What follows belongs to an exercise in optimizing a design on an open flow for small area and a short achievable clock period; a production flow would make more cautious choices.
No functional check of the RTL was part of any run shown here.
Power is estimated from default activity; no workload was simulated.

[flow/design.v]
module sirv_gnrl_dffl # (
  parameter DW = 32
)(
  input lden,
  input [DW-1:0] dnxt,
  output [DW-1:0] qout,
  input clk
);
reg [DW-1:0] qout_r;
always @(posedge clk) begin: DFFL_PROC
  if (lden == 1'b1)
    qout_r <= dnxt;
end
assign qout = qout_r;
endmodule
module e203_exu_alu_dpath(
  input alu_req_alu,
  input alu_req_alu_add,
  input alu_req_alu_sub,
  input alu_req_alu_xor,
  input alu_req_alu_sll,
  input alu_req_alu_srl,
  input alu_req_alu_sra,
  input alu_req_alu_or,
  input alu_req_alu_and,
  input alu_req_alu_slt,
  input alu_req_alu_sltu,
  input alu_req_alu_lui,
  input [32-1:0] alu_req_alu_op1,
  input [32-1:0] alu_req_alu_op2,
  output [32-1:0] alu_req_alu_res,
  input bjp_req_alu,
  input [32-1:0] bjp_req_alu_op1,
  input [32-1:0] bjp_req_alu_op2,
  input bjp_req_alu_cmp_eq,
  input bjp_req_alu_cmp_ne,
  input bjp_req_alu_cmp_lt,
  input bjp_req_alu_cmp_gt,
  input bjp_req_alu_cmp_ltu,
  input bjp_req_alu_cmp_gtu,
  input bjp_req_alu_add,
  output bjp_req_alu_cmp_res,
  output [32-1:0] bjp_req_alu_add_res,
  input agu_req_alu,
  input [32-1:0] agu_req_alu_op1,
  input [32-1:0] agu_req_alu_op2,
  input agu_req_alu_swap,
  input agu_req_alu_add,
  input agu_req_alu_and,
  input agu_req_alu_or,
  input agu_req_alu_xor,
  input agu_req_alu_max,
  input agu_req_alu_min,
  input agu_req_alu_maxu,
  input agu_req_alu_minu,
  output [32-1:0] agu_req_alu_res,
  input agu_sbf_0_ena,
  input [32-1:0] agu_sbf_0_nxt,
  output [32-1:0] agu_sbf_0_r,
  input agu_sbf_1_ena,
  input [32-1:0] agu_sbf_1_nxt,
  output [32-1:0] agu_sbf_1_r,
  input clk,
  input rst_n
);
localparam W = 32;
wire alu = alu_req_alu;
wire bjp = bjp_req_alu;
wire agu = agu_req_alu;
wire op_sub = (alu & (alu_req_alu_sub | alu_req_alu_slt | alu_req_alu_sltu))
            | (bjp & ~bjp_req_alu_add)
            | (agu & (agu_req_alu_max | agu_req_alu_min | agu_req_alu_maxu | agu_req_alu_minu));
wire e_c = (alu & (alu_req_alu_add | alu_req_alu_sub | alu_req_alu_lui))
         | (bjp & bjp_req_alu_add)
         | (agu & (agu_req_alu_add | agu_req_alu_swap));
wire op_or  = (alu & alu_req_alu_or)  | (agu & agu_req_alu_or);
wire op_and = (alu & alu_req_alu_and) | (agu & agu_req_alu_and);
wire op_xor = (alu & alu_req_alu_xor) | (agu & agu_req_alu_xor);
wire e_g = op_or | op_and;
wire e_p = ~(e_c | op_or | op_xor);
wire op_unsigned = (alu & alu_req_alu_sltu)
                 | (bjp & (bjp_req_alu_cmp_ltu | bjp_req_alu_cmp_gtu))
                 | (agu & (agu_req_alu_maxu | agu_req_alu_minu));
wire op_slt  = alu & (alu_req_alu_slt | alu_req_alu_sltu);
wire op_maxs = agu & (agu_req_alu_max | agu_req_alu_maxu);
wire op_mins = agu & (agu_req_alu_min | agu_req_alu_minu);
wire a_alu = alu & ~alu_req_alu_lui;
wire a_agu = agu & ~agu_req_alu_swap;
wire [W-1:0] a = ({W{a_alu}} & alu_req_alu_op1) | ({W{bjp}} & bjp_req_alu_op1) | ({W{a_agu}} & agu_req_alu_op1);
wire [W-1:0] b = ({W{alu}} & alu_req_alu_op2) | ({W{bjp}} & bjp_req_alu_op2) | ({W{agu}} & agu_req_alu_op2);
wire [W-1:0] bx = b ^ {W{op_sub}};
wire [W-1:0] p  = a ^ bx;
wire [W-1:0] g  = a & bx;
wire [W-1:0] G0 = {g[W-1:1], g[0] | (p[0] & op_sub)};
wire [W-1:0] P0 = p;
wire [W-1:0] Gout;
genvar lv, i;
wire pg_g0_1 = G0[1] | (P0[1] & G0[0]);
wire pg_g0_3 = G0[3] | (P0[3] & G0[2]);
wire pg_p0_3 = P0[3] & P0[2];
wire pg_g0_5 = G0[5] | (P0[5] & G0[4]);
wire pg_p0_5 = P0[5] & P0[4];
wire pg_g0_7 = G0[7] | (P0[7] & G0[6]);
wire pg_p0_7 = P0[7] & P0[6];
wire pg_g0_9 = G0[9] | (P0[9] & G0[8]);
wire pg_p0_9 = P0[9] & P0[8];
wire pg_g0_11 = G0[11] | (P0[11] & G0[10]);
wire pg_p0_11 = P0[11] & P0[10];
wire pg_g0_13 = G0[13] | (P0[13] & G0[12]);
wire pg_p0_13 = P0[13] & P0[12];
wire pg_g0_15 = G0[15] | (P0[15] & G0[14]);
wire pg_p0_15 = P0[15] & P0[14];
wire pg_g0_17 = G0[17] | (P0[17] & G0[16]);
wire pg_p0_17 = P0[17] & P0[16];
wire pg_g0_19 = G0[19] | (P0[19] & G0[18]);
wire pg_p0_19 = P0[19] & P0[18];
wire pg_g0_21 = G0[21] | (P0[21] & G0[20]);
wire pg_p0_21 = P0[21] & P0[20];
wire pg_g0_23 = G0[23] | (P0[23] & G0[22]);
wire pg_p0_23 = P0[23] & P0[22];
wire pg_g0_25 = G0[25] | (P0[25] & G0[24]);
wire pg_p0_25 = P0[25] & P0[24];
wire pg_g0_27 = G0[27] | (P0[27] & G0[26]);
wire pg_p0_27 = P0[27] & P0[26];
wire pg_g0_29 = G0[29] | (P0[29] & G0[28]);
wire pg_p0_29 = P0[29] & P0[28];
wire pg_g0_31 = G0[31] | (P0[31] & G0[30]);
wire pg_p0_31 = P0[31] & P0[30];
wire pg_g1_3 = pg_g0_3 | (pg_p0_3 & pg_g0_1);
wire pg_g1_5 = pg_g0_5 | (pg_p0_5 & pg_g0_3);
wire pg_p1_5 = pg_p0_5 & pg_p0_3;
wire pg_g1_7 = pg_g0_7 | (pg_p0_7 & pg_g0_5);
wire pg_p1_7 = pg_p0_7 & pg_p0_5;
wire pg_g1_9 = pg_g0_9 | (pg_p0_9 & pg_g0_7);
wire pg_p1_9 = pg_p0_9 & pg_p0_7;
wire pg_g1_11 = pg_g0_11 | (pg_p0_11 & pg_g0_9);
wire pg_p1_11 = pg_p0_11 & pg_p0_9;
wire pg_g1_13 = pg_g0_13 | (pg_p0_13 & pg_g0_11);
wire pg_p1_13 = pg_p0_13 & pg_p0_11;
wire pg_g1_15 = pg_g0_15 | (pg_p0_15 & pg_g0_13);
wire pg_p1_15 = pg_p0_15 & pg_p0_13;
wire pg_g1_17 = pg_g0_17 | (pg_p0_17 & pg_g0_15);
wire pg_p1_17 = pg_p0_17 & pg_p0_15;
wire pg_g1_19 = pg_g0_19 | (pg_p0_19 & pg_g0_17);
wire pg_p1_19 = pg_p0_19 & pg_p0_17;
wire pg_g1_21 = pg_g0_21 | (pg_p0_21 & pg_g0_19);
wire pg_p1_21 = pg_p0_21 & pg_p0_19;
wire pg_g1_23 = pg_g0_23 | (pg_p0_23 & pg_g0_21);
wire pg_p1_23 = pg_p0_23 & pg_p0_21;
wire pg_g1_25 = pg_g0_25 | (pg_p0_25 & pg_g0_23);
wire pg_p1_25 = pg_p0_25 & pg_p0_23;
wire pg_g1_27 = pg_g0_27 | (pg_p0_27 & pg_g0_25);
wire pg_p1_27 = pg_p0_27 & pg_p0_25;
wire pg_g1_29 = pg_g0_29 | (pg_p0_29 & pg_g0_27);
wire pg_p1_29 = pg_p0_29 & pg_p0_27;
wire pg_g1_31 = pg_g0_31 | (pg_p0_31 & pg_g0_29);
wire pg_p1_31 = pg_p0_31 & pg_p0_29;
wire pg_g2_5 = pg_g1_5 | (pg_p1_5 & pg_g0_1);
wire pg_g2_7 = pg_g1_7 | (pg_p1_7 & pg_g1_3);
wire pg_g2_9 = pg_g1_9 | (pg_p1_9 & pg_g1_5);
wire pg_p2_9 = pg_p1_9 & pg_p1_5;
wire pg_g2_11 = pg_g1_11 | (pg_p1_11 & pg_g1_7);
wire pg_p2_11 = pg_p1_11 & pg_p1_7;
wire pg_g2_13 = pg_g1_13 | (pg_p1_13 & pg_g1_9);
wire pg_p2_13 = pg_p1_13 & pg_p1_9;
wire pg_g2_15 = pg_g1_15 | (pg_p1_15 & pg_g1_11);
wire pg_p2_15 = pg_p1_15 & pg_p1_11;
wire pg_g2_17 = pg_g1_17 | (pg_p1_17 & pg_g1_13);
wire pg_p2_17 = pg_p1_17 & pg_p1_13;
wire pg_g2_19 = pg_g1_19 | (pg_p1_19 & pg_g1_15);
wire pg_p2_19 = pg_p1_19 & pg_p1_15;
wire pg_g2_21 = pg_g1_21 | (pg_p1_21 & pg_g1_17);
wire pg_p2_21 = pg_p1_21 & pg_p1_17;
wire pg_g2_23 = pg_g1_23 | (pg_p1_23 & pg_g1_19);
wire pg_p2_23 = pg_p1_23 & pg_p1_19;
wire pg_g2_25 = pg_g1_25 | (pg_p1_25 & pg_g1_21);
wire pg_p2_25 = pg_p1_25 & pg_p1_21;
wire pg_g2_27 = pg_g1_27 | (pg_p1_27 & pg_g1_23);
wire pg_p2_27 = pg_p1_27 & pg_p1_23;
wire pg_g2_29 = pg_g1_29 | (pg_p1_29 & pg_g1_25);
wire pg_p2_29 = pg_p1_29 & pg_p1_25;
wire pg_g2_31 = pg_g1_31 | (pg_p1_31 & pg_g1_27);
wire pg_p2_31 = pg_p1_31 & pg_p1_27;
wire pg_g3_9 = pg_g2_9 | (pg_p2_9 & pg_g0_1);
wire pg_g3_11 = pg_g2_11 | (pg_p2_11 & pg_g1_3);
wire pg_g3_13 = pg_g2_13 | (pg_p2_13 & pg_g2_5);
wire pg_g3_15 = pg_g2_15 | (pg_p2_15 & pg_g2_7);
wire pg_g3_17 = pg_g2_17 | (pg_p2_17 & pg_g2_9);
wire pg_p3_17 = pg_p2_17 & pg_p2_9;
wire pg_g3_19 = pg_g2_19 | (pg_p2_19 & pg_g2_11);
wire pg_p3_19 = pg_p2_19 & pg_p2_11;
wire pg_g3_21 = pg_g2_21 | (pg_p2_21 & pg_g2_13);
wire pg_p3_21 = pg_p2_21 & pg_p2_13;
wire pg_g3_23 = pg_g2_23 | (pg_p2_23 & pg_g2_15);
wire pg_p3_23 = pg_p2_23 & pg_p2_15;
wire pg_g3_25 = pg_g2_25 | (pg_p2_25 & pg_g2_17);
wire pg_p3_25 = pg_p2_25 & pg_p2_17;
wire pg_g3_27 = pg_g2_27 | (pg_p2_27 & pg_g2_19);
wire pg_p3_27 = pg_p2_27 & pg_p2_19;
wire pg_g3_29 = pg_g2_29 | (pg_p2_29 & pg_g2_21);
wire pg_p3_29 = pg_p2_29 & pg_p2_21;
wire pg_g3_31 = pg_g2_31 | (pg_p2_31 & pg_g2_23);
wire pg_p3_31 = pg_p2_31 & pg_p2_23;
wire pg_g4_17 = pg_g3_17 | (pg_p3_17 & pg_g0_1);
wire pg_g4_19 = pg_g3_19 | (pg_p3_19 & pg_g1_3);
wire pg_g4_21 = pg_g3_21 | (pg_p3_21 & pg_g2_5);
wire pg_g4_23 = pg_g3_23 | (pg_p3_23 & pg_g2_7);
wire pg_g4_25 = pg_g3_25 | (pg_p3_25 & pg_g3_9);
wire pg_g4_27 = pg_g3_27 | (pg_p3_27 & pg_g3_11);
wire pg_g4_29 = pg_g3_29 | (pg_p3_29 & pg_g3_13);
wire pg_g4_31 = pg_g3_31 | (pg_p3_31 & pg_g3_15);
wire pg_g5_2 = G0[2] | (P0[2] & pg_g0_1);
wire pg_g5_4 = G0[4] | (P0[4] & pg_g1_3);
wire pg_g5_6 = G0[6] | (P0[6] & pg_g2_5);
wire pg_g5_8 = G0[8] | (P0[8] & pg_g2_7);
wire pg_g5_10 = G0[10] | (P0[10] & pg_g3_9);
wire pg_g5_12 = G0[12] | (P0[12] & pg_g3_11);
wire pg_g5_14 = G0[14] | (P0[14] & pg_g3_13);
wire pg_g5_16 = G0[16] | (P0[16] & pg_g3_15);
wire pg_g5_18 = G0[18] | (P0[18] & pg_g4_17);
wire pg_g5_20 = G0[20] | (P0[20] & pg_g4_19);
wire pg_g5_22 = G0[22] | (P0[22] & pg_g4_21);
wire pg_g5_24 = G0[24] | (P0[24] & pg_g4_23);
wire pg_g5_26 = G0[26] | (P0[26] & pg_g4_25);
wire pg_g5_28 = G0[28] | (P0[28] & pg_g4_27);
wire pg_g5_30 = G0[30] | (P0[30] & pg_g4_29);
assign Gout[0] = G0[0];
assign Gout[1] = pg_g0_1;
assign Gout[2] = pg_g5_2;
assign Gout[3] = pg_g1_3;
assign Gout[4] = pg_g5_4;
assign Gout[5] = pg_g2_5;
assign Gout[6] = pg_g5_6;
assign Gout[7] = pg_g2_7;
assign Gout[8] = pg_g5_8;
assign Gout[9] = pg_g3_9;
assign Gout[10] = pg_g5_10;
assign Gout[11] = pg_g3_11;
assign Gout[12] = pg_g5_12;
assign Gout[13] = pg_g3_13;
assign Gout[14] = pg_g5_14;
assign Gout[15] = pg_g3_15;
assign Gout[16] = pg_g5_16;
assign Gout[17] = pg_g4_17;
assign Gout[18] = pg_g5_18;
assign Gout[19] = pg_g4_19;
assign Gout[20] = pg_g5_20;
assign Gout[21] = pg_g4_21;
assign Gout[22] = pg_g5_22;
assign Gout[23] = pg_g4_23;
assign Gout[24] = pg_g5_24;
assign Gout[25] = pg_g4_25;
assign Gout[26] = pg_g5_26;
assign Gout[27] = pg_g4_27;
assign Gout[28] = pg_g5_28;
assign Gout[29] = pg_g4_29;
assign Gout[30] = pg_g5_30;
assign Gout[31] = pg_g4_31;
wire [W:0] c = {Gout, op_sub};
wire [W-1:0] x = (c[W-1:0] & {W{e_c}}) | (g & {W{e_g}}) | (p & {W{e_p}});
wire [W-1:0] sum_res = p ^ x;
wire ult = ~c[W];
wire lt  = ult ^ (~op_unsigned & (a[W-1] ^ b[W-1]));
wire eq  = &p;
assign bjp_req_alu_cmp_res = (bjp_req_alu_cmp_eq & eq)
                           | (bjp_req_alu_cmp_ne & ~eq)
                           | ((bjp_req_alu_cmp_lt | bjp_req_alu_cmp_ltu) & lt)
                           | ((bjp_req_alu_cmp_gt | bjp_req_alu_cmp_gtu) & ~lt);
wire sel_a = (op_maxs & ~lt) | (op_mins & lt);
wire sel_b = (op_maxs & lt) | (op_mins & ~lt);
wire [W-1:0] mm_res = (a & {W{sel_a}}) | (b & {W{sel_b}});
wire [4:0] sh = alu_req_alu_op2[4:0];
wire [W-1:0] sh_res;
e203_alu_shifter u_sh(.alu(alu), .sll(alu_req_alu_sll), .srl(alu_req_alu_srl), .sra(alu_req_alu_sra),
                      .a(alu_req_alu_op1), .sh(sh), .sh_res(sh_res));
assign alu_req_alu_res     = sum_res | sh_res | {{W-1{1'b0}}, op_slt & lt};
assign agu_req_alu_res     = sum_res | mm_res;
assign bjp_req_alu_add_res = sum_res;
sirv_gnrl_dffl #(W) sbf_0_dffl(agu_sbf_0_ena, agu_sbf_0_nxt, agu_sbf_0_r, clk);
sirv_gnrl_dffl #(W) sbf_1_dffl(agu_sbf_1_ena, agu_sbf_1_nxt, agu_sbf_1_r, clk);
endmodule
module e203_alu_shifter(
  input alu, input sll, input srl, input sra,
  input [31:0] a, input [4:0] sh,
  output [31:0] sh_res
);
localparam W = 32;
genvar lv, i;
wire op_sll = alu & sll;
wire op_shift = alu & (sll | srl | sra);
wire op_right = alu & (srl | sra);
wire fill = alu & sra & a[W-1];
wire [W-1:0] shin;
generate for (i = 0; i < W; i = i + 1) begin : g_rin
  assign shin[i] = op_right ? a[W-1-i] : a[i];
end endgenerate
wire [W-1:0] sl [0:5];
assign sl[0] = shin;
generate
  for (lv = 0; lv < 5; lv = lv + 1) begin : g_sl
    assign sl[lv+1] = sh[lv] ? {sl[lv][W-1-(1<<lv):0], {(1<<lv){fill}}} : sl[lv];
  end
endgenerate
generate for (i = 0; i < W; i = i + 1) begin : g_rout
  assign sh_res[i] = op_shift & (op_right ? sl[5][W-1-i] : sl[5][i]);
end endgenerate
endmodule
[flow/flow/run.sh]
#!/bin/bash
# Layout flow: the standard flow (standard.sh) with two changes:
#  - synthesis is the standard script (synth_recipe.tcl: same passes, then
#    flatten and renames) except for the ABC mapping scripts (see synth.tcl);
#  - every port gets a buffer, as standard, but the plain buf_1 rather than
#    the delay cell buffer_ports picks by default.
set -euo pipefail
HERE=$(pwd)
export BUFFER_PORTS_ARGS="-buffer_cell sky130_fd_sc_hd__buf_1"
export MY_ABC_SCRIPT="$HERE/flow/abc.script"
if [[ -f "$HERE/flow/abc_sh.script" ]]; then
  export MY_ABC_SCRIPT_SH="$HERE/flow/abc_sh.script"
  export SYNTH_KEEP_MODULES="e203_alu_shifter"
fi
make -C "$FLOW_HOME" DESIGN_CONFIG="$HERE/config.mk" WORK_HOME="$HERE/orfs" CLKGATE_MAP_FILE= \
  SYNTH_SCRIPT="$HERE/flow/synth.tcl" synth > "$HERE/synth_make.log" 2>&1
unset SYNTH_KEEP_MODULES MY_ABC_SCRIPT MY_ABC_SCRIPT_SH
bash standard.sh > "$HERE/standard_flow.log" 2>&1
[flow/flow/abc.script]
strash
dch
map
buffer
upsize
dnsize
[flow/flow/abc_sh.script]
strash
&get -n
&fraig -x
&put
scorr
dc2
strash
&get -n
&dch -f
&nf -R 1000
&put
buffer
upsize
dnsize
[flow/flow/synth.tcl]
# synth_recipe.tcl, with ABC's mapping script replaced: flow/abc.script for the
# top module and, when the design keeps a shifter module apart
# (SYNTH_KEEP_MODULES), flow/abc_sh.script for that module. Everything is
# flattened at the end exactly as synth_recipe.tcl does.
proc synth {args} { yosys synth -nofsm -noshare {*}$args }
proc abc {args} {
  set i [lsearch -exact $args -script]
  set top $args
  lset top [expr {$i + 1}] $::env(MY_ABC_SCRIPT)
  if {[info exists ::env(MY_ABC_SCRIPT_SH)] && [info exists ::env(SYNTH_KEEP_MODULES)]} {
    set sh $args
    lset sh [expr {$i + 1}] $::env(MY_ABC_SCRIPT_SH)
    foreach m $::env(SYNTH_KEEP_MODULES) { yosys abc {*}$sh $m }
    yosys abc {*}$top $::env(DESIGN_NAME)
  } else {
    yosys abc {*}$top
  }
}
source $::env(SCRIPTS_DIR)/synth.tcl
# left out here: clear keep_hierarchy, flatten, clean up, hide names made inside functions, write 1_2_yosys.v
[flow/standard.sh]
#!/bin/bash
# synth_recipe.tcl (not shown) runs the flow's synth.tcl, then flattens the netlist and writes it again
# the make line also repeats each setting of config.mk as NAME=value (left out here)
make -C /OpenROAD-flow-scripts/flow DESIGN_CONFIG=/design/flow/config.mk WORK_HOME=/design/flow/orfs CLKGATE_MAP_FILE= SYNTH_SCRIPT=/design/flow/synth_recipe.tcl "${@:-finish}"
[flow/config.mk]
export PLATFORM = sky130hd
export DESIGN_NAME = e203_exu_alu_dpath
export DESIGN_NICKNAME = e203_exu_alu_dpath
export VERILOG_FILES = /design/flow/design.v
export SDC_FILE = /design/flow/constraint.sdc
export NUM_CORES = 4
export LEC_CHECK = 0
export CAP_MARGIN = 20
export CORE_MARGIN = 2
export CORE_UTILIZATION = 40
export CTS_BUF_LIST = sky130_fd_sc_hd__clkbuf_8
export SETUP_SLACK_MARGIN = 1.2
export SLEW_MARGIN = 20
[flow/constraint.sdc]
create_clock -name core_clock -period 8.5 [get_ports {clk}]
set_input_delay 1.7000 -clock core_clock [delete_from_list [all_inputs] [get_ports {clk}]]
set_output_delay 1.7000 -clock core_clock [all_outputs]
set_load 0.01 [all_outputs]
==> summary.txt, run 1 <==
Clocking
  – Root Driver: clkbuf_8
  – TritonCTS clock tree: done
  – # hold bufs at CTS: 0
  – Largest buffer count on any clock path: 2
  – Clock transition at the registers of the reported paths: 0.08 ns
  – Sink Count: 64
  – Number of CTS-inserted buffers: 9
  – H-tree depth: 3

Layout
  – Multi-input logic area: 6190 µm²
  – Most frequent cells in the layout: buf_1, nand2_1, nor2_1, nand3_1, o21ai_0
  – Area growth syn-to-layout: 25.9%
  – Nets: 2042
  – Layout cell share with drive strength beyond 1: 0.0557
  – Area occupied by registers: 1920 µm²
  – FILL cells: 2259
  – Most common cell after layout, fill and taps aside: buf_1

Floorplanning
  – Die height: 152 µm
  – Die Wd: 152 µm
  – Die ar.: 23000 µm²
  – FP Rows: 53
  – Core area: 21200 µm²
  – IO Pins: 451
  – Initial Utilization: 0.410

Global route
  – First-pass GRT wire length: about 64000 µm
  – Initial antenna violation count: 0
  – Largest net degree at the start of global routing: 50
  – Total GRT Usage: 0.376
  – Vias in the first global route: 10600
  – Total grt overflow: 0

Logic synthesis
  – Post-synthesis adder-cell area fraction: 0.0460
  – Post-synthesis compound-gate area fraction: 0.273
  – Sequential share of the synthesized area: 0.221
  – XOR/XNOR Fraction of Synth Area: 0.0382
  – Post-synthesis area per instance: approximately 6.7 µm²
  – Synth Cell Area: 8700 µm²
  – Largest family of logic cells by synthesized area: simple AND/OR/NAND/NOR gates
  – Synth Net Count: approximately 1600
  – Async SR Flop Fraction: 0
  – Synth Flop Type: edfxtp_1
  – Seq cells post-synth: 64
  – Post-synthesis cell type count: 60
  – Post-synthesis mux area share: 0.0538
  – EDFF count, synth: 64
  – Syn Inst Count: around 1300
  – Post-Synth Simple-Gate Area: 0.289
  – Syn. warnings: 2

Placed design
  – PortBufs: between 400 and 500
  – Post-place setup slack: 0.781 ns
  – Post-DP HPWL: 37000 µm
  – Placer Congestion: 1.00

Timing
  – Setup TNS: 0 ns
  – Fin. Hold Viols: 0
  – Fmax: about 140 MHz
  – Final slew viol count: 0
  – Part of the cycle the worst path needs: 0.846
  – Setup ws final: 1.31 ns
  – Min cycle time layout: 7.19 ns
  – Setup Viol. Count Final: 0
  – Worst-margin pin slew: 0.906 ns
  – RSZ-0062 raised after global routing: yes
  – Worst hold slack: ~1.5 ns
  – Rel. slew slack: 0.396

Drt
  – Antenna Nets Post-Route: 0
  – TritonRoute pass-1 iters: 6
  – DR iter-0 viols: 996
  – Total Wirelength: 45500 µm
  – DR DRC count: 0
  – Via count: 11600
  – Via density: about 5.8
  – Wirelength per Cell: about 23 µm

Pwr
  – Leak: 0.00450 µW
  – VDD IR max: 0.0679 mV
  – Power per cell area: 177 nW/µm²

Setup path
  – Critical path cell sequence: clkbuf_2 -> buf_4 -> a22oi_1 -> nand2_1 -> xor2_1 -> ha_1 -> a21oi_1 -> o21ai_0 -> a21oi_1 -> nor2_1 -> nor3_1 -> buf_4 -> nand2_1 -> nand2_1 -> nand3_1 -> buf_12 -> nand3_1 -> nand3_1 -> buf_1
  – Max stage delay cell, worst path: ha_1
  – Startpoint types: primary input
  – Crit Path Category: primary input to output port
  – Critical path's largest stage delay: 0.38 ns
  – CP endpoint kind: output port
  – Crit-path max FO: 32
  – WP data required: 6.80 ns
  – Critical path origin: bjp_req_alu
  – Crit path DAT: between 5 and 6 ns

Min path
  – Hold crit path type: primary input to flop
  – HP Start: agu_sbf_1_nxt[7]

Status
  – Result of the run: no timing/DRC/antenna violations

Run
  – Max-capacitance violation count: 0
-- critical path, delay by kind of cell --
| family | cells | cell delay [ns] |
|---|---|---|
| AOI/OAI and AO/OA | 4 | 0.87 |
| xor gates and xnor gates | 1 | 0.22 |
| adders and majority gates | 1 | 0.38 |
| buffers and inverters | 5 | 1.25 |
| and+or+nand+nor | 8 | 1.05 |
-- modules after synthesis, one instance, submodules excluded --
module | cell area (µm²) | times used
e203_alu_shifter | 2290 | 1
e203_exu_alu_dpath | 6420 | 1
-- final timing paths --
path | end | cells after the start
worst min-delay path | sbf_1_dffl.qout_r[7] | 1
worst max-delay path | agu_req_alu_res[2] | 19
-- synth_stat cells, drive strengths merged, types with 6 or more instances --
| master | n | area (µm²) |
|---|---|---|
| a21oi | 79 | 403 |
| a31oi | 10 | 68.8 |
| a22oi | 70 | 531 |
| buf | 36 | 193 |
| mux2i | 43 | 430 |
| ha | 32 | 400 |
| o21a | 32 | 240 |
| o21bai | 7 | 63.8 |
| nor3 | 6 | 30.0 |
| clkbuf | 46 | 173 |
| or2 | 24 | 150 |
| a211oi | 7 | 52.6 |
| nand3 | 139 | 716 |
| nand2 | 254 | 953 |
| a22o | 8 | 70.1 |
| edfxtp | 64 | 1920 |
| nand4 | 9 | 56.3 |
| o211ai | 8 | 65.1 |
| nor2 | 144 | 541 |
| inv | 85 | 319 |
| o21ai | 122 | 618 |
| xor2 | 37 | 324 |
-- layout make-up --
cell class | instances | area share
antenna | 1 | 0.000228
sequential | 64 | 0.175
tap | 275 | 0.0314
multi-input combinational | 1078 | 0.565
inverter | 86 | 0.0295
clock buffer | 9 | 0.0113
clock inverter | 6 | 0.00343
timing repair buffer | 481 | 0.184
-- through the flow --
stage               utilization  power, µW  cell area (µm²)  std cells
global placement          0.499       1650            10600       1977
floorplan                     -       1150             8700       1308
global route              0.516       2060            11000       1999
detailed placement        0.499       1650            10600       1977
CTS                       0.510       1890            10800       1994
finish                    0.516       1940            11000       2000
-- layer usage --
metal / global-route usage / routed length (µm)
met5: 0 / 0
met4: 0.221 / 2890
met3: 0.0572 / 4220
met2: 0.625 / 21000
met1: 0.462 / 17400
-- cell families after synthesis --
| family | count (synthesis) |
|---|---|
| buffers and inverters | 168 |
| xor gates and xnor gates | 38 |
| AOI/OAI and AO/OA | 373 |
| and+or+nand+nor | 587 |
| DFF | 64 |
| adders and majority gates | 32 |
| muxes | 46 |
-- registers in the layout, summed over array words and instances, names as in the netlist --
register           count
sbf_0_dffl.qout_r     32
sbf_1_dffl.qout_r     32
-- power breakdown --
group / internal (µW) / leakage [µW] / switching [µW]
clock: 102 / 0.0000785 / 120
sequential: 375 / 0.000626 / 8.32
combinational: 431 / 0.00380 / 906
total: 909 / 0.00450 / 1030
-- timing repair --
item                       in CTS  in global routing
setup endpoints to repair      32                 36
cloned                          2                  0
resized for setup               7                 14
pin swaps                       2                  4
buffers inserted                0                  5
==> run 2: changes to the inputs <==
--- a/flow/config.mk
+++ b/flow/config.mk
@@ -11,3 +11,3 @@
 export CTS_BUF_LIST = sky130_fd_sc_hd__clkbuf_8
-export SETUP_SLACK_MARGIN = 1.2
+export SETUP_SLACK_MARGIN = 1.5
 export SLEW_MARGIN = 20
==> run 2 against run 1 <==
Flip-flop and latch count unchanged. Die area did not move. Count of clock-buffer cells in the layout unchanged. Critical path type unchanged. Final area up 2.8%. Non-clock buffer count up 9. Still clean on timing, DRC and antenna. Clock power is essentially flat. Critical endpoint is now agu_req_alu_res[5]. Via count increased by 1.9%. First-iteration DRC count up 16%. Combinational power rose by 4%. Worst hold slack got worse by 0.0020 ns. Total power grew 3.1%. Sequential power hardly changed.
==> summary.txt, run 2 <==
Timing
  – Worst hold slack: 1.51 ns (-0.00198 ns)
  – Setup TNS: 0 ns (unchanged)
  – RSZ-0062 raised after global routing: yes
  – Fin. Hold Viols: 0 (unchanged)
  – Part of the cycle the worst path needs: 0.819 (-0.0275)
  – Min cycle time layout: 6.96 ns (-0.234 ns)
  – Rel. slew slack: 0.410 (+0.0140)
  – Final slew viol count: 0 (unchanged)
  – Worst-margin pin slew: 0.885 ns (-0.0209 ns)
  – Fmax: 144 MHz (+3.4%)
  – Setup Viol. Count Final: 0 (unchanged)

Setup path
  – Critical path's largest stage delay: 0.40 ns (+0.02 ns)
  – CP delay by family, top: compound AO/OA/AOI/OAI gates
  – Critical path cell sequence: buf_1 -> o21ai_4 -> o21a_1 -> nand2_2 -> buf_12 -> xor2_1 -> ha_1 -> a21oi_2 -> inv_1 -> o21bai_1 -> a21oi_2 -> o21bai_4 -> nand2_1 -> nand2_1 -> nand3_2 -> buf_12 -> nand3_1 -> nand3_1 -> buf_1
  – Crit-path max FO: 17 (-47%)
  – Crit Path Category: primary input to output port
  – Crit path DAT: 5.26 ns (-0.23 ns)
  – WP data required: 6.80 ns (about the same)
  – CP endpoint kind: output port
  – Max stage delay cell, worst path: ha_1
  – Startpoint types: primary input
  – CP bufs+invs: 5 (unchanged)

Global route
  – Vias in the first global route: 10600 (+0.095%)
  – First-pass GRT wire length: 64000 µm (+0.30%)
  – Total grt overflow: 0 (unchanged)
  – Initial antenna violation count: 0 (unchanged)
  – Largest net degree at the start of global routing: 50 (unchanged)
  – Total GRT Usage: 0.377 (+0.00127)

Clocking
  – Number of CTS-inserted buffers: 9 (unchanged)
  – H-tree depth: 3 (unchanged)
  – Largest buffer count on any clock path: 2 (unchanged)
  – TritonCTS clock tree: done
  – # hold bufs at CTS: 0 (unchanged)
  – Clock transition at the registers of the reported paths: 0.08 ns (about the same)
  – Root Driver: clkbuf_8
  – Sink Count: 64 (unchanged)

Logic synthesis
  – Post-synthesis cell type count: 60 (unchanged)
  – Most common cell in the synthesized netlist: nand2_1
  – Synth Flop Type: edfxtp_1
  – Synth top area share: 0.221 (unchanged)
  – Synth area leaders: edfxtp_1, nand2_1, nand3_1, nor2_1, a22oi_1
  – Largest area contributor in the netlist: edfxtp_1
  – Synth Cell Area: 8700 µm² (unchanged)
  – Post-synthesis area per instance: 6.65 µm² (unchanged)
  – Syn. warnings: 2 (unchanged)
  – Sequential share of the synthesized area: 0.221 (unchanged)
  – Syn Inst Count: 1308 (unchanged)
  – Post-synth top cells: nand2_1, nor2_1, nand3_1, o21ai_0, inv_1
  – Async SR Flop Fraction: 0 (unchanged)
  – EDFF count, synth: 64 (unchanged)
  – Synth Net Count: 1630 (unchanged)
  – Seq cells post-synth: 64 (unchanged)

Layout
  – Biggest regs: sbf_0_dffl.qout_r: 32 flops, sbf_1_dffl.qout_r: 32 flops
  – Final non-filler cell total: 2008 (+0.40%)
  – Antenna diodes: 0 (-1)
  – Finished Core Util: 0.531 (+0.0143)
  – Layout cell share with drive strength beyond 1: 0.0756 (+0.0199)
  – Most common cell after layout, fill and taps aside: buf_1
  – Nets: 2051 (+0.44%)
  – Area growth syn-to-layout: 29.4%
  – Most frequent cells in the layout: buf_1, nand2_1, nor2_1, nand3_1, o21ai_0

Floorplanning
  – Initial Utilization: 0.410 (unchanged)
  – Die Wd: 152 µm (unchanged)
  – Die ar.: 23000 µm² (unchanged)
  – Core area: 21200 µm² (unchanged)
  – IO Pins: 451 (unchanged)
  – Die height: 152 µm (unchanged)
  – FP Rows: 53 (unchanged)

Pwr
  – Power per cell area: 178 nW/µm² (+0.31%)
  – VDD IR max: 0.0681 mV (+0.35%)
  – Leak: 0.00461 µW (+2.5%)
  – Final Power: 2000 µW (+3.1%)

Drt
  – Via count: 11800 (+1.9%)
  – TritonRoute pass-1 iters: 7 (+1)
  – Wirelength per Cell: 23.4 µm (+3.1%)
  – DR DRC count: 0 (unchanged)
  – Total Wirelength: 47100 µm (+3.5%)
  – DR iter-0 viols: 1155 (+16%)
  – Antenna Nets Post-Route: 0 (unchanged)
  – Via density: 5.88 (+1.5%)

Placed design
  – Placer Congestion: 1.00 (unchanged)
  – Post-DP HPWL: 37000 µm (unchanged)
  – PortBufs: 449 (unchanged)
  – Dpl cells: 1977 (unchanged)

Min path
  – Hold crit path type: primary input to flop

Status
  – Result of the run: no timing/DRC/antenna violations

Run
  – Max-capacitance violation count: 0 (unchanged)
-- run 2: cell counts after synthesis --
No cell type changed its count.
-- run 2: layout make-up --
cell class / instances / area, µm²
clock buffer: 9 / 124
clock inverter: 6 / 37.5
fill: 2248 / 9960
inverter: 86 / 328
multi-input combinational: 1078 / 6310
sequential: 64 / 1920
tap: 275 / 344
timing repair buffer: 490 / 2190
-- run 2: worst paths after layout --
check / from / end / slack [ns] / cells after the start
max: agu_req_alu_max / agu_req_alu_res[5] / 1.54 / 19
min: agu_sbf_1_nxt[19] / sbf_1_dffl.qout_r[19] / 1.51 / 1
-- run 2: per-stage QoR --
step,setup WS (ns),area [µm²]
after floorplan,2.04,8700
after CTS,1.51,10900
final,1.54,11300
after global placement,0.778,10600
after detailed placement,0.781,10600
after global routing,1.46,11300
-- run 2: logic make-up after synthesis --
family / Yosys count / synth area share
AND/OR/NAND/NOR: 587 / 0.289
AO/OA/AOI/OAI: 373 / 0.273
buffers and inverters: 168 / 0.0791
flip-flops: 64 / 0.221
multiplexers: 46 / 0.0538
XOR/XNOR: 38 / 0.0382
adder cells (fa/ha/maj): 32 / 0.0460
-- run 2: layer usage --
layer	global-route usage	vias to the layer above	wire length, µm
li1	-	5470	-
met1	0.463	5372	17500
met2	0.630	828	21600
met3	0.0563	147	4760
met4	0.218	0	3220
met5	0	-	0
-- run 2: report_power, final --
group          internal (µW)  switching [µW]
Combinational            458             939
Sequential               375            8.38
Clock                    102             120
-- run 2: modules after synthesis (local to each module, per instance) --
module	cells inside	times used	cell area, µm²
e203_exu_alu_dpath	874	1	6420
e203_alu_shifter	434	1	2290
-- run 2: what timing repair did --
item / 4_1_cts / 5_1_grt
cloned: 2 / 5
setup buffers: 2 / 7
pin swaps: 2 / 9
endpoints found under the setup margin: 49 / 59
resized for setup: 26 / 45
==> run 3: changes to the inputs <==
--- a/flow/flow/run.sh
+++ b/flow/flow/run.sh
@@ -1,3 +1,3 @@
 #!/bin/bash
-# Layout flow: the standard flow (standard.sh) with two changes:
+# Layout flow: the standard flow (standard.sh) with these changes:
 #  - synthesis is the standard script (synth_recipe.tcl: same passes, then
@@ -5,3 +5,5 @@
 #  - every port gets a buffer, as standard, but the plain buf_1 rather than
-#    the delay cell buffer_ports picks by default.
+#    the delay cell buffer_ports picks by default;
+#  - extra make variables for the layout steps, if flow/make_args.txt exists
+#    (e.g. letting timing repair resize cells across footprints).
 set -euo pipefail
@@ -17,2 +19,6 @@
 unset SYNTH_KEEP_MODULES MY_ABC_SCRIPT MY_ABC_SCRIPT_SH
-bash standard.sh > "$HERE/standard_flow.log" 2>&1
+EXTRA=()
+if [[ -f "$HERE/flow/make_args.txt" ]]; then
+  read -r -a EXTRA < "$HERE/flow/make_args.txt"
+fi
+bash standard.sh "${EXTRA[@]}" finish > "$HERE/standard_flow.log" 2>&1
==> flow/flow/abc.script (replaced) <==
strash
dch -f
map
topo
buffer
upsize
dnsize
==> flow/flow/make_args.txt (new file) <==
MATCH_CELL_FOOTPRINT=0
--- a/flow/config.mk
+++ b/flow/config.mk
@@ -11,3 +11,3 @@
 export CTS_BUF_LIST = sky130_fd_sc_hd__clkbuf_8
-export SETUP_SLACK_MARGIN = 1.5
+export SETUP_SLACK_MARGIN = 1.6
 export SLEW_MARGIN = 20
==> run 3 against run 2 <==
Still clean on timing, DRC and antenna. Flip-flop and latch count stayed put. Via count increased by 0.18%. Global-route usage rose by 0.46 points. Clock power increased by 36%. Final area rose by 3.4%. Routed wire length fell by 1.1%. Sequential power is essentially flat. Critical path type unchanged. Critical endpoint is now alu_req_alu_res[14]. Largest cell class unchanged.
==> summary.txt, run 3 <==
Drt
  – Antenna Nets Post-Route: 0 (unchanged)
  – DR DRC count: 0 (unchanged)
  – DR iter-0 viols: 1080 (-6.5%)
  – Wirelength per Cell: 23.1 µm (-1.6%)
  – TritonRoute pass-1 iters: 6 (-1)
  – Via density: 5.86 (-0.37%)
  – Total Wirelength: 46600 µm (-1.1%)
  – Via count: 11800 (+0.18%)

Run
  – Max-capacitance violation count: 0 (unchanged)

Setup path
  – Crit path DAT: 5.14 ns (-0.12 ns)
  – Crit-path max FO: 15 (-2)
  – CP bufs+invs: 6 (+1)
  – Max stage delay cell, worst path: ha_2
  – Startpoint types: primary input
  – Critical path's largest stage delay: 0.43 ns (+0.03 ns)
  – CP endpoint kind: output port
  – WP data required: 6.80 ns (about the same)
  – Crit path top cell by count: nand2_1
  – CP delay by family, top: compound AO/OA/AOI/OAI gates
  – Critical path cell sequence: buf_6 -> buf_12 -> nand2_2 -> clkinvlp_4 -> buf_4 -> nand2_1 -> nand2_1 -> ha_2 -> a21o_1 -> a21boi_2 -> o21ai_1 -> o21a_1 -> a31oi_4 -> nand2_1 -> nor3_1 -> a21oi_2 -> inv_1 -> or2_2 -> buf_1
  – Crit Path Category: primary input to output port

Clocking
  – Clock transition at the registers of the reported paths: 0.08 ns (about the same)
  – # hold bufs at CTS: 0 (unchanged)
  – TritonCTS clock tree: done
  – Root Driver: clkbuf_8
  – Largest buffer count on any clock path: 2 (unchanged)
  – H-tree depth: 3 (unchanged)
  – Number of CTS-inserted buffers: 9 (unchanged)
  – Sink Count: 64 (unchanged)

Placed design
  – Dpl cells: 1979 (+0.10%)
  – Placer Congestion: 1.03 (+2.7%)
  – Post-DP HPWL: 37100 µm (+0.29%)
  – PortBufs: 449 (unchanged)

Timing
  – Setup TNS: 0 ns (unchanged)
  – Min cycle time layout: 6.84 ns (-0.120 ns)
  – Fmax: 146 MHz (+1.8%)
  – Setup Viol. Count Final: 0 (unchanged)
  – Final slew viol count: 0 (unchanged)
  – RSZ-0062 raised after global routing: no
  – Worst-margin pin slew: 0.891 ns (+0.00665 ns)
  – Part of the cycle the worst path needs: 0.804 (-0.0141)
  – Fin. Hold Viols: 0 (unchanged)
  – Rel. slew slack: 0.406 (-0.00444)

Floorplanning
  – Die ar.: 23000 µm² (about the same)
  – IO Pins: 451 (unchanged)
  – Die height: 152 µm (about the same)
  – Initial Utilization: 0.410 (about the same)
  – FP Rows: 53 (unchanged)
  – Die Wd: 152 µm (about the same)
  – Core area: 21200 µm² (unchanged)

Global route
  – Largest net degree at the start of global routing: 67 (+34%)
  – Initial antenna violation count: 1 (+1)
  – First-pass GRT wire length: 64800 µm (+1.1%)
  – Total grt overflow: 0 (unchanged)
  – Vias in the first global route: 10800 (+1.6%)
  – Total GRT Usage: 0.382 (+0.00461)

Logic synthesis
  – Synth Net Count: 1633 (+0.18%)
  – Synth Cell Area: 8700 µm² (about the same)
  – Seq cells post-synth: 64 (unchanged)
  – Largest area contributor in the netlist: edfxtp_1
  – Synth Flop Type: edfxtp_1
  – Syn. warnings: 2 (unchanged)
  – EDFF count, synth: 64 (unchanged)
  – Sequential share of the synthesized area: 0.221 (about the same)
  – Async SR Flop Fraction: 0 (unchanged)
  – Synth area leaders: edfxtp_1, nand2_1, nand3_1, o21ai_0, a22oi_1
  – Post-synthesis area per instance: 6.64 µm² (-0.21%)
  – Syn Inst Count: 1311 (+0.23%)
  – Post-synth top cells: nand2_1, nor2_1, nand3_1, o21ai_0, inv_1
  – Post-synthesis cell type count: 62 (+3.3%)
  – Most common cell in the synthesized netlist: nand2_1
  – Synth top area share: 0.221 (about the same)

Pwr
  – Power per cell area: 182 nW/µm² (+2.3%)
  – VDD IR max: 0.0839 mV (+23%)
  – Leak: 0.00474 µW (+2.8%)
  – Final Power: 2120 µW (+5.7%)

Layout
  – Area growth syn-to-layout: 33.8%
  – Nets: 2060 (+0.44%)
  – Final non-filler cell total: 2019 (+0.55%)
  – Most common cell after layout, fill and taps aside: buf_1
  – Biggest regs: sbf_0_dffl.qout_r: 32 flops, sbf_1_dffl.qout_r: 32 flops
  – Most frequent cells in the layout: buf_1, nand2_1, nor2_1, nand3_1, o21ai_0
  – Layout cell share with drive strength beyond 1: 0.108 (+0.0328)

Status
  – Result of the run: no timing/DRC/antenna violations

Min path
  – Hold crit path type: primary input to flop
run 3: changes by cell type in the layout (fill, tap and decap cells not counted), sizes merged, moves of 5 or more:
cell	change
inv	+12
o21ai	+11
nand3	-8
a21oi	-7
nor2	-6
a21boi	+5
run 3: where the power goes:
part           leakage [µW]  internal (µW)  switching [µW]  total [µW]
Sequential         0.000626            375            6.81         382
Clock              0.000110            168             135         303
Combinational       0.00401            478             955        1430
run 3: per-module statistics from Yosys, one instance, submodules excluded:
module | cells inside | times used | cell area (µm²) | flops+latches
e203_exu_alu_dpath | 877 | 1 | 6420 | 64
e203_alu_shifter | 434 | 1 | 2290 | 0
run 3: layout make-up:
cell class | instances | area, µm²
clock inverter | 7 | 103
tap | 275 | 344
fill | 2244 | 9580
antenna | 1 | 2.50
timing repair buffer | 496 | 2230
inverter | 97 | 368
clock buffer | 9 | 124
sequential | 64 | 1920
multi-input combinational | 1070 | 6550
run 3: cell families (layout without fill, tap and decap cells):
group / Yosys count / after routing / share of synthesized area
xor+xnor: 38 / 38 / 0.0382
other cells: 0 / 1 / 0
compound gates: 373 / 373 / 0.274
flops: 64 / 64 / 0.221
simple gates: 580 / 581 / 0.285
mux: 46 / 46 / 0.0538
buf+inv: 178 / 609 / 0.0825
fa+ha+maj: 32 / 32 / 0.0460
run 3: routing by layer:
layer	share of wire	global-route usage
met5	0	0
met4	0.056	0.199
met3	0.091	0.0602
met2	0.46	0.636
met1	0.39	0.477
run 3: worst paths after layout:
| kind | slack [ns] | depth (start not counted) | to | from |
|---|---|---|---|---|
| worst max-delay path | 1.66 | 19 | alu_req_alu_res[14] | agu_req_alu |
| worst min-delay path | 1.51 | 1 | sbf_0_dffl.qout_r[5] | agu_sbf_0_nxt[5] |
run 3: repair_timing:
action	in CTS	in global routing
hold endpoints to repair	0	0
resized for setup	57	78
endpoints found under the setup margin	81	68
buffers inserted	16	2
cloned	2	3
pin swaps	7	9
run 3: per-stage QoR:
| stage | hold slack, ns | instance area, µm² | util | setup slack (ns) |
|---|---|---|---|---|
| after floorplan | 1.80 | 8700 | - | 2.03 |
| after global placement | 1.87 | 10600 | 0.500 | 0.579 |
| after detailed placement | 1.87 | 10600 | 0.500 | 0.506 |
| after CTS | 1.49 | 11200 | 0.530 | 1.60 |
| after global routing | 1.49 | 11600 | 0.549 | 1.58 |
| final | 1.51 | 11600 | 0.549 | 1.66 |
==> run 4: changes to the inputs <==
--- a/flow/config.mk
+++ b/flow/config.mk
@@ -11,3 +11,3 @@
 export CTS_BUF_LIST = sky130_fd_sc_hd__clkbuf_8
-export SETUP_SLACK_MARGIN = 1.6
+export SETUP_SLACK_MARGIN = 2.0
 export SLEW_MARGIN = 20
==> run 4 against run 3 <==
Still clean on timing, DRC and antenna. Die area unchanged. Utilization increased by 7.3 points. Worst setup slack improved by 0.20 ns. Sequential share of layout area decreased by 1.9 points. Clock power about the same. Routed wire length increased by 5.7%. Non-clock buffer count increased by 53. Maximum frequency increased by 3.0%.
==> summary.txt, run 4 <==
Drt
  – DR DRC count: 0 (unchanged)
  – TritonRoute pass-1 iters: 6 (unchanged)
  – Wirelength per Cell: 23.7 µm (+2.8%)
  – DR iter-0 viols: 1297 (+20%)
  – Via count: 12300 (+4.3%)
  – Via density: 5.95 (+1.5%)
  – Total Wirelength: 49200 µm (+5.7%)
  – Antenna Nets Post-Route: 0 (unchanged)

Global route
  – Initial antenna violation count: 2 (+1)
  – Vias in the first global route: 11100 (+3.3%)
  – Largest net degree at the start of global routing: 67 (unchanged)
  – Total grt overflow: 0 (unchanged)
  – Total GRT Usage: 0.393 (+0.0111)
  – First-pass GRT wire length: 66600 µm (+2.8%)

Setup path
  – CP endpoint kind: output port
  – Startpoint types: primary input
  – Max stage delay cell, worst path: ha_1
  – Critical path origin: agu_req_alu_maxu
  – Crit-path max FO: 8 (-7)
  – Critical path cell sequence: buf_1 -> o21ai_4 -> o21a_1 -> nand2_4 -> buf_12 -> buf_12 -> xor2_1 -> ha_1 -> a21oi_2 -> o21ai_2 -> a2111oi_4 -> buf_4 -> o2bb2ai_4 -> buf_6 -> nand3_4 -> clkbuf_16 -> nand3_1 -> nand3_1 -> clkbuf_2
  – Critical path's largest stage delay: 0.35 ns (-0.08 ns)
  – Crit Path Category: primary input to output port
  – Crit path DAT: 4.94 ns (-0.20 ns)
  – WP data required: 6.80 ns (about the same)

Floorplanning
  – FP Rows: 53 (unchanged)
  – Die Wd: 152 µm (unchanged)
  – Die ar.: 23000 µm² (unchanged)
  – Die height: 152 µm (unchanged)
  – Core area: 21200 µm² (unchanged)
  – IO Pins: 451 (unchanged)
  – Initial Utilization: 0.410 (unchanged)

Logic synthesis
  – Sequential share of the synthesized area: 0.221 (unchanged)
  – Synth Net Count: 1633 (unchanged)
  – Seq cells post-synth: 64 (unchanged)
  – Syn. warnings: 2 (unchanged)
  – Synth Flop Type: edfxtp_1
  – Largest area contributor in the netlist: edfxtp_1
  – Synth Cell Area: 8700 µm² (unchanged)
  – Most common cell in the synthesized netlist: nand2_1
  – Synth top area share: 0.221 (unchanged)
  – Async SR Flop Fraction: 0 (unchanged)
  – Post-synthesis cell type count: 62 (unchanged)
  – EDFF count, synth: 64 (unchanged)
  – Post-synth top cells: nand2_1, nor2_1, nand3_1, o21ai_0, inv_1
  – Synth area leaders: edfxtp_1, nand2_1, nand3_1, o21ai_0, a22oi_1
  – Syn Inst Count: 1311 (unchanged)
  – Post-synthesis area per instance: 6.64 µm² (unchanged)

Min path
  – HP Start: agu_sbf_1_nxt[17]
  – Hold Path Depth: 1 (unchanged)
  – Hold crit path type: primary input to flop

Timing
  – Setup TNS: 0 ns (unchanged)
  – RSZ-0062 raised after global routing: yes
  – Fin. Hold Viols: 0 (unchanged)
  – Final slew viol count: 0 (unchanged)
  – Part of the cycle the worst path needs: 0.781 (-0.0233)
  – Fmax: 151 MHz (+3.0%)
  – Min cycle time layout: 6.64 ns (-0.198 ns)
  – Setup Viol. Count Final: 0 (unchanged)
  – Worst-margin pin slew: 0.902 ns (+0.0112 ns)
  – Rel. slew slack: 0.398 (-0.00747)

Clocking
  – # hold bufs at CTS: 0 (unchanged)
  – Number of CTS-inserted buffers: 9 (unchanged)
  – Largest buffer count on any clock path: 2 (unchanged)
  – H-tree depth: 3 (unchanged)
  – Clock transition at the registers of the reported paths: 0.08 ns (about the same)
  – Root Driver: clkbuf_8
  – TritonCTS clock tree: done
  – Sink Count: 64 (unchanged)

Run
  – Max-capacitance violation count: 0 (unchanged)

Placed design
  – DP Area: 10600 µm² (unchanged)
  – Post-DP HPWL: 37100 µm (unchanged)
  – PortBufs: 449 (unchanged)
  – Placer Congestion: 1.03 (unchanged)

Pwr
  – Leak: 0.00538 µW (+13%)
  – VDD IR max: 0.0933 mV (+11%)
  – Power per cell area: 184 nW/µm² (+1.4%)

Layout
  – Nets: 2116 (+2.7%)
  – Area growth syn-to-layout: 51.6%
  – FILL cells: 2041 (-9.0%)
  – Most common cell after layout, fill and taps aside: buf_1
  – Biggest regs: sbf_0_dffl.qout_r: 32 flops, sbf_1_dffl.qout_r: 32 flops
  – Post-Layout Inst Area: 13200 µm² (+13%)
  – Most frequent cells in the layout: buf_1, nand2_1, nor2_1, inv_1, o21ai_0
  – Layout cell share with drive strength beyond 1: 0.229 (+0.121)

Status
  – Result of the run: no timing/DRC/antenna violations
[run 4: cell counts after synthesis]
Identical to the previous run, type by type.
[run 4: through the flow]
| stage | total power (µW) | instances | hold slack (ns) | utilization | setup slack, ns |
|---|---|---|---|---|---|
| after floorplan | 1130 | 1311 | 1.80 | - | 2.03 |
| after global placement | 1640 | 1979 | 1.87 | 0.500 | 0.579 |
| after detailed placement | 1650 | 1979 | 1.87 | 0.500 | 0.506 |
| after CTS | 2170 | 2041 | 1.49 | 0.572 | 1.91 |
| after global routing | 2550 | 2075 | 1.49 | 0.622 | 1.78 |
| final | 2430 | 2075 | 1.51 | 0.622 | 1.86 |
[run 4: area by class of cell]
class                           instances  area (µm²)  area share
Multi-Input combinational cell       1072        7360       0.557
Timing Repair inverter                  1        7.51    0.000569
Antenna cell                            1        2.50    0.000190
Clock inverter                          7         103     0.00777
Tap cell                              275         344      0.0261
Inverter                               97         375      0.0284
Clock buffer                            9         124     0.00939
Sequential cell                        64        1920       0.146
Timing Repair Buffer                  549        2960       0.225
[run 4: worst max-delay path: cells and delay by family]
family	cells	cell delay (ns)
adder cells (fa/ha/maj)	1	0.35
AND/OR/NAND/NOR	4	0.36
XOR/XNOR	1	0.14
AO/OA/AOI/OAI	6	1.25
buffers and inverters	7	1.13
[run 4: power breakdown]
part | total (µW) | switching (µW) | internal, µW
Clock | 305 | 137 | 168
Sequential | 382 | 6.87 | 375
Combinational | 1750 | 1080 | 663
Total | 2430 | 1230 | 1210
[run 4: cell families (layout without fill, tap and decap cells)]
kind of cell	count (synthesis)	after routing	share of synthesized area
AO/OA/AOI/OAI	373	375	0.274
buffers and inverters	178	663	0.0825
AND/OR/NAND/NOR	580	581	0.285
multiplexers	46	46	0.0538
XOR/XNOR	38	38	0.0382
other	0	1	0
adder cells (fa/ha/maj)	32	32	0.0460
flip-flops	64	64	0.221
[run 4: repair_timing]
action | 4_1_cts | 5_1_grt
setup endpoints to repair | 94 | 81
resized for setup | 198 | 216
buffers inserted | 41 | 29
gates cloned | 5 | 4
pin swaps | 31 | 66
[run 4: path summary, 6_finish.rpt]
kind,end,slack [ns]
setup / recovery,agu_req_alu_res[10],1.86
hold / removal,sbf_1_dffl.qout_r[17],1.51
[run 4: per-module statistics from Yosys (local to each module, per instance)]
module	times used	cell area, µm²	cells
e203_exu_alu_dpath	1	6420	877
e203_alu_shifter	1	2290	434
[run 4: metal layers]
metal	vias to the layer above	part of all wire	track usage	routed length [µm]
met2	852	0.46	0.647	22700
met3	159	0.11	0.0769	5350
met1	5741	0.36	0.478	17900
met5	-	0.00035	0	17
met4	2	0.067	0.228	3290
li1	5593	-	-	-

re-timing with driven ports:
No port has a modelled driver above. Below, the same layouts with a new extraction and two added sets of constraints.
Step 1 sets driving cells, clkbuf_16 on the clock port and buf_2 on the other inputs (assumed; they add their load-dependent delay and slew).
Step 2 also shifts input and output timing later by t, the mid clock arrival at the registers, as if the neighbouring blocks saw the same clock.
Slacks: no drivers / after step 1 / after step 2; pairs: no drivers / after step 1.
| run | t (ns) | slack for setup (ns) | pins driven straight from the clock port |
|---|---|---|---|
| run 1 | 0.378 | 1.308 / 1.259 / 1.259 | 1 |
| run 2 | 0.379 | 1.542 / 1.489 / 1.489 | 1 |
| run 3 | 0.392 | 1.662 / 1.630 / 1.630 | 1 |
| run 4 | 0.393 | 1.860 / 1.829 / 1.829 | 1 |
After both steps setup and hold are still met in every run listed. For run 2, which loses most, drivers alone change the setup slack by -0.053 ns; drivers and shift together by -0.053 ns.
